What follows belongs to an exercise in optimizing a design on an open flow for small area and a short achievable clock period; a production flow would make more cautious choices.
For this run, only the layout was checked, not whether the RTL still works.
No activity file was given, so power comes from the tool's default toggle rates.

===== flow/config.mk =====
export PLATFORM = sky130hd
export DESIGN_NAME = microprocessor
export DESIGN_NICKNAME = microprocessor
export VERILOG_FILES = /design/flow/design.v
export SDC_FILE = /design/flow/constraint.sdc
export NUM_CORES = 4
export LEC_CHECK = 0
export CAP_MARGIN = 20
export CORE_MARGIN = 2
export CORE_UTILIZATION = 40
export CTS_BUF_LIST = sky130_fd_sc_hd__clkbuf_8
export SETUP_SLACK_MARGIN = 5
export SLEW_MARGIN = 20
export SYNTH_HIERARCHICAL = 1

===== flow/flow/run.sh =====
#!/bin/bash
# Own layout flow: the standard flow (standard.sh, the standard synthesis
# script and ORFS) with a few extra ORFS settings:
#  - the port buffers are sky130_fd_sc_hd__buf_4 instead of the resizer's default
#    choice (a slow delay cell);
#  - repair_timing aims for a larger setup margin.
# Each step's full output goes to a log file in the work folder.
set -euo pipefail
W=$(pwd)
X=("BUFFER_PORTS_ARGS=-buffer_cell sky130_fd_sc_hd__buf_4")
if [[ -f flow/extra.txt ]]; then
  while IFS= read -r line; do
    [[ -z "$line" || "$line" == \#* ]] && continue
    X+=("$line")
  done < flow/extra.txt
fi
printf '%s\n' "${X[@]}" > "$W/flow_settings.log"
bash standard.sh "${X[@]}" synth > "$W/flow_synth.log" 2>&1
bash standard.sh "${X[@]}" finish > "$W/flow_layout.log" 2>&1
test -f out/final.def

===== flow/standard.sh =====
#!/bin/bash
# synth_recipe.tcl (not shown) runs the flow's synth.tcl, then flattens the netlist and writes it again
# the make line also repeats each setting of config.mk as NAME=value (left out here)
make -C /OpenROAD-flow-scripts/flow DESIGN_CONFIG=/design/flow/config.mk WORK_HOME=/design/flow/orfs CLKGATE_MAP_FILE= SYNTH_SCRIPT=/design/flow/synth_recipe.tcl "${@:-finish}"

===== flow/flow/extra.txt =====
SETUP_SLACK_MARGIN=5.5

===== flow/design.v =====
`timescale 1ns / 1ps
module ALU(
	input wire [15:0] p,
	input wire [15:0] g,
	input wire cin,
	input wire sel_lw,
	input wire sel_and,
	input wire sel_or,
	input wire sel_slt,
	input wire [15:0] lw_data,
	output reg [15:0] res
);
	wire [15:0] g0 = {g[15:1], g[0] | (p[0] & cin)};
	wire [15:0] p0 = {p[15:1], 1'b0};
	wire [15:0] g1, p1, g2, p2, g3, p3, g4;
	genvar i;
	generate
		for (i = 0; i < 16; i = i + 1) begin : ks
			if (i >= 1) begin : a1
				assign g1[i] = g0[i] | (p0[i] & g0[i-1]);
				assign p1[i] = p0[i] & p0[i-1];
			end else begin : b1
				assign g1[i] = g0[i];
				assign p1[i] = p0[i];
			end
			if (i >= 2) begin : a2
				assign g2[i] = g1[i] | (p1[i] & g1[i-2]);
				assign p2[i] = p1[i] & p1[i-2];
			end else begin : b2
				assign g2[i] = g1[i];
				assign p2[i] = p1[i];
			end
			if (i >= 4) begin : a3
				assign g3[i] = g2[i] | (p2[i] & g2[i-4]);
				assign p3[i] = p2[i] & p2[i-4];
			end else begin : b3
				assign g3[i] = g2[i];
				assign p3[i] = p2[i];
			end
			if (i >= 8) begin : a4
				assign g4[i] = g3[i] | (p3[i] & g3[i-8]);
			end else begin : b4
				assign g4[i] = g3[i];
			end
		end
	endgenerate
	wire [15:0] c = {g4[14:0], cin};
	wire [15:0] sum = p ^ c;
	always @* begin
		if (sel_lw)
			res = lw_data;
		else if (sel_and)
			res = g;
		else if (sel_or)
			res = p | g;
		else if (sel_slt)
			res = {15'd0, sum[15]};
		else
			res = sum;
	end
endmodule
`timescale 1ns / 1ps
module program_counter(
	input wire [15:0] pc,
	input wire [15:0] instruction,
	input wire step,
	input wire clr,
	output wire [15:0] d_nt,
	output wire [15:0] d_br
);
	wire [15:0] pc_inc = pc + 16'd1;
	wire is_j = (instruction[15:12] == 4'd15);
	assign d_nt = clr ? 16'd0 : !step ? pc :
	              is_j ? {pc_inc[15:12], instruction[11:0]} : pc_inc;
	assign d_br = pc_inc + {{12{instruction[3]}}, instruction[3:0]};
endmodule
`timescale 1ns / 1ps
module register_file(
	input wire [255:0] R,
	input wire [3:0] addr,
	output wire [15:0] data
);
	assign data = R[16*addr +: 16];
endmodule
`timescale 1ns / 1ps
module microprocessor(
	input wire clk,
	input wire clr,
	input wire step,
	input wire [15:0] instruction,
	output wire [15:0] pc_out,
	output reg wb_en,
	output reg [3:0] wb_addr,
	output wire [15:0] wb_data,
	output reg st_en,
	output reg [1:0] st_addr,
	output reg [15:0] st_data
);
	wire [3:0] op = instruction[15:12];
	wire [3:0] ra = instruction[11:8];
	wire [3:0] rb = instruction[7:4];
	wire [3:0] rc = instruction[3:0];
	reg [255:0] R;           
	reg [63:0] M;            
	reg [15:0] qp, qg;
	reg q_sub, q_lw, q_and, q_or, q_slt, q_bne;
	reg [1:0] q_laddr;
	reg [15:0] pc_nt, pc_br;
	genvar gi;
	wire [15:0] res;
	ALU alu0 (.p(qp), .g(qg), .cin(q_sub), .sel_lw(q_lw), .sel_and(q_and),
	          .sel_or(q_or), .sel_slt(q_slt), .lw_data(M[16*q_laddr +: 16]), .res(res));
	assign wb_data = res;
	wire taken = q_bne & ~(&qp);
	wire [15:0] pc = taken ? pc_br : pc_nt;
	assign pc_out = pc;
	wire [15:0] r_wdata = res & {16{~clr}};
	generate
		for (gi = 0; gi < 16; gi = gi + 1) begin : rf
			wire en = clr | (wb_en & (wb_addr == gi));
			always @(posedge clk)
				if (en) R[16*gi +: 16] <= r_wdata;
		end
	endgenerate
	wire [63:0] m_init = {16'd0, 16'd5, 16'd22, 16'd1};
	generate
		for (gi = 0; gi < 4; gi = gi + 1) begin : dm
			wire en = clr | (st_en & (st_addr == gi));
			always @(posedge clk)
				if (en) M[16*gi +: 16] <= clr ? m_init[16*gi +: 16] : st_data;
		end
	endgenerate
	wire [15:0] Ar, Br;
	register_file read_a (.R(R), .addr(ra), .data(Ar));
	register_file read_b (.R(R), .addr(rb), .data(Br));
	wire [15:0] A = (wb_en && wb_addr == ra) ? res : Ar;
	wire [15:0] B = (wb_en && wb_addr == rb) ? res : Br;
	wire sub = op[2];
	wire [15:0] x = A ^ {16{sub}};
	wire is_lw = (op == 4'd8);
	wire wr = step & ((op[3:1] == 3'b000) | (op == 4'd2) | (op[3:1] == 3'b011) | is_lw);
	wire st = step & (op == 4'd10);
	wire [1:0] maddr = B[1:0] + rc[1:0];
	wire [15:0] d_nt, d_br;
	program_counter pc0 (.pc(pc), .instruction(instruction), .step(step), .clr(clr),
	                     .d_nt(d_nt), .d_br(d_br));
	always @(posedge clk) begin
		if (clr) begin
			wb_en <= 1'b0;
			st_en <= 1'b0;
			q_bne <= 1'b0;
		end else begin
			wb_en <= wr;
			st_en <= st;
			q_bne <= step & (op == 4'd14);
		end
		pc_nt <= d_nt;
		pc_br <= d_br;
		qp <= B ^ x;
		qg <= B & x;
		q_sub <= sub;
		q_lw <= is_lw;
		q_and <= (op == 4'd0);
		q_or <= (op == 4'd1);
		q_slt <= (op == 4'd7);
		q_laddr <= maddr;
		wb_addr <= is_lw ? rb : rc;
		st_addr <= maddr;
		st_data <= B;
	end
endmodule

===== flow/constraint.sdc =====
create_clock -name core_clock -period 10.5 [get_ports {clk}]
set_input_delay 2.1000 -clock core_clock [delete_from_list [all_inputs] [get_ports {clk}]]
set_output_delay 2.1000 -clock core_clock [all_outputs]
set_load 0.01 [all_outputs]

==> results.sh <==
export IMPL_cp_arrival_ps=3010
export IMPL_drt_iter0_markers=1126
export IMPL_max_freq_mhz=195.7
export IMPL_synth_yosys_warnings=8
export IMPL_syn_avg_cell_area_um2=14.78
export IMPL_gp_congestion=0.8522
export IMPL_drtAntennaViolNets=0
export IMPL_synth_nets=1426
export IMPL_p_leak_nw=8.371
export IMPL_synth_ff_type="edfxtp_1"
export IMPL_endpoint_kind="primary output"
export IMPL_syn_inst=1370
export IMPL_finalCritPeriodShare_pct=48.68
export IMPL_cts_tree="yes"
export IMPL_setup_worst_path_start_class="register"
export IMPL_clockBufferDepth=3
export IMPL_coreArea_um2=50070
export IMPL_dp_hpwl_mm=33.72
export IMPL_r2r_end="pc_br[14]"
export IMPL_period_needed_ps=5111
export IMPL_die_h_um=229.0
export IMPL_synthTopCellsByCount="edfxtp_1, mux4_2, dfxtp_1"
export IMPL_finalHoldViolCount=0
export IMPL_clk_pin_slew_ps=60
export IMPL_seq_area_frac_synth_pct=56.73
export IMPL_drv_slew=0
export IMPL_viasPerCell=5.757
export IMPL_rrSetupSlack_ps=5820
export IMPL_crit_required_ps=8400
export IMPL_ir_drop_mv=0.09446
export IMPL_cap_violations=0
export IMPL_overflow=0
export IMPL_tightestPinTransition_ps=1117
export IMPL_synth_area_um2=20250
export IMPL_yosysTopAreaCell="edfxtp_1"
export IMPL_holdPathStages=1
export IMPL_routed_wl_mm=52.62
export IMPL_start_util_pct=40.45
export IMPL_power_density_nw_per_um2=226.0
export IMPL_layout_drive_gt1_share_pct=28.82
export IMPL_grt_max_degree=67
export IMPL_worstSkewPairLatency_ps=650
export IMPL_status="timing/DRC/antenna clean"
export IMPL_pin_count=75
export IMPL_wl_per_cell_um=24.08
export IMPL_clockRootBuffer="clkbuf_8"
export IMPL_synth_top_area_share_pct=47.44
export IMPL_async_reset_ff_share_pct=0
export IMPL_die_area_um2=52450
export IMPL_reg2reg_depth=14
export IMPL_synth_adder_area_share_pct=2.323
export IMPL_worstHoldEndpoint="M[17]"
export IMPL_synthTopCellsByArea="edfxtp_1, mux4_2, dfxtp_1"
export IMPL_yosys_area_share_simple_pct=7.425
export IMPL_synth_most_common_cell="edfxtp_1"
export IMPL_fin_skew_ps=38.56
export IMPL_nets=1527
export IMPL_synth_distinct_cells=76
export IMPL_antenna_cells=0
export IMPL_drt_drc_violations_left=0
export IMPL_synth_edff_count=320
export IMPL_clock_sinks=414
export IMPL_muxShareOfSynthArea_pct=19.47
export IMPL_tns_ps=0
export IMPL_num_vias=12580
export IMPL_io_buffers=74
export IMPL_grt_pass1_vias=12690
export IMPL_path_max_fanout=4
export IMPL_placed_cell_area_um2=21510
export IMPL_rows=82
export IMPL_htreeDepth=3
export IMPL_rr_startpoint="qp[8]"
export IMPL_synth_compound_area_share_pct=8.797
export IMPL_cts_buffers=67
export IMPL_dr_pass1_iters=7
export IMPL_relSlewSlack_pct=25.35
export IMPL_synth_top_family_by_area="multiplexers"
export IMPL_min_path_type="reg -> reg"
export IMPL_rsz0062_at_grt="yes"
export IMPL_grt_pass1_wl_mm=79.06
export IMPL_syn_to_final_growth_pct=13.97
export IMPL_final_cell_area_um2=23080
export IMPL_synth_seq_cells=414
export IMPL_min_delay_start="st_data[1]"
export IMPL_gr_usage_all_layers_pct=20.07
export IMPL_path_class="reg -> out"
export IMPL_crit_start="qp[0]"
export IMPL_finalSetupViolations=0
export IMPL_antenna_found_initial=0
export IMPL_die_w_um=229.0
export IMPL_synth_xor_area_share_pct=2.638
export IMPL_hold_ws_ps=546.5
export IMPL_finalPower_mw=5.216
flip-flops by register name, summed over array words and instances (netlist names), 2 cells and up:
register  flops
M            64
R           256
pc_br        16
pc_nt        16
q_laddr       2
qg           16
qp           16
st_data      16
wb_addr       4
metrics by stage:
stage | util, % | instances | worst slack [ps]
2_1_floorplan | - | 1370 | 6032
3_3_place_gp | 42.96 | 2061 | 5290
3_5_place_dp | 42.96 | 2061 | 5262
4_1_cts | 45.83 | 2177 | 5326
5_1_grt | 46.10 | 2185 | 5297
6_report | 46.10 | 2185 | 5389
power breakdown:
| part | internal [mW] | leakage, nW | switching [mW] |
|---|---|---|---|
| clock | 0.674 | 0.692 | 0.627 |
| combinational | 0.678 | 3.63 | 0.744 |
| sequential | 2.26 | 4.05 | 0.232 |
cell usage in the layout (no fill, tap or decap), types with 6 or more instances in the layout:
cell	count
nor2b_1	38
ha_1	34
mux4_1	20
nand4_1	11
buf_6	7
xnor2_1	46
nand2_1	86
buf_4	112
nand2b_1	18
o21a_1	6
xor2_1	15
o21ai_1	7
o211ai_1	6
nor3_1	15
dfxtp_1	91
a22o_1	6
o21ai_2	15
a21oi_1	47
clkbuf_8	78
mux2i_1	22
o21ai_0	32
edfxtp_1	320
clkinv_1	8
mux2_2	35
inv_1	34
or2_2	8
nor2_1	58
a211oi_1	6
a22oi_1	75
mux4_2	124
nand3_1	19
a21o_1	8
timing repair:
| action | 4_1_cts | 5_1_grt |
|---|---|---|
| setup endpoints to repair | 25 | 14 |
| hold endpoints to repair | 0 | 0 |
| pin swaps | 15 | 15 |
| gates resized for setup | 42 | 12 |
| hold buffers | 0 | 0 |
| buffers inserted | 5 | 7 |
Yosys stat by module (local to each module, per instance):
module | flops+latches | cells inside | area, µm²
register_file | 0 | 137 | 1933
ALU | 0 | 210 | 1195
microprocessor | 414 | 661 | 13640
program_counter | 0 | 225 | 1556
logic make-up after synthesis:
family,Yosys count
and+or+nand+nor,293
xor gates and xnor gates,61
AOI/OAI and AO/OA,258
adders and majority gates,37
DFF,414
muxes,202
buffers and inverters,105
routing by layer:
layer  wire (µm)  global-route usage, %
met5           0                      0
met4        1277                  6.899
met3        3521                  3.623
met2       25680                  33.39
met1       22140                  26.55
layout make-up:
type | count | area (µm²)
Clock buffer | 78 | 1074
Clock inverter | 33 | 151.4
Fill cell | 4484 | 26980
Inverter | 17 | 63.81
Multi-Input combinational cell | 851 | 8522
Sequential cell | 414 | 11500
Tap cell | 672 | 840.8
Timing Repair Buffer | 120 | 934.6
worst max path at each step:
stage | to | slack (ps)
2_1_floorplan | wb_data[10] | 6030
6_report | wb_data[8] | 5390
4_1_cts | wb_data[14] | 5330
3_5_place_dp | wb_data[8] | 5260
3_3_place_gp | qp[13] | 5290
5_1_grt | wb_data[8] | 5300
worst max-delay path: stages, from the launching register on:
cell       delay [ps]
dfxtp_4           360
ha_4              160
or2_4             230
ha_4              150
o211ai_1          240
a21oi_2           160
nor3_4            250
mux2i_2           280
a2bb2oi_2         200
o221ai_4          180
buf_6             170

static timing again, ports no longer ideal:
The results above use ideal ports. As a check the final layout listed here was re-extracted and re-timed, cells and wires unchanged. Step 1, drivers: a clkbuf_16 drives clk and a buf_2 each remaining input, both assumed. Step 2 times the ports against the registers' clock, not the clock port: input delays grow and output delays shrink by t, the midpoint of the rising clock arrivals with the driver on. Three values: no drivers, after step 1, after step 2; two values: the first two.
shift t [ns]: 0.679
setup slack, ns: 5.389 / 5.337 / 5.325
hold slack, ns: 0.547 / 0.547 / 0.547
worst setup path after step 2: input to register
clock arrival spread, ns: 0.039 / 0.039
After both steps this run still meets setup and hold. The setup slack of this run moves by -0.052 ns with the drivers and by -0.064 ns with both steps.
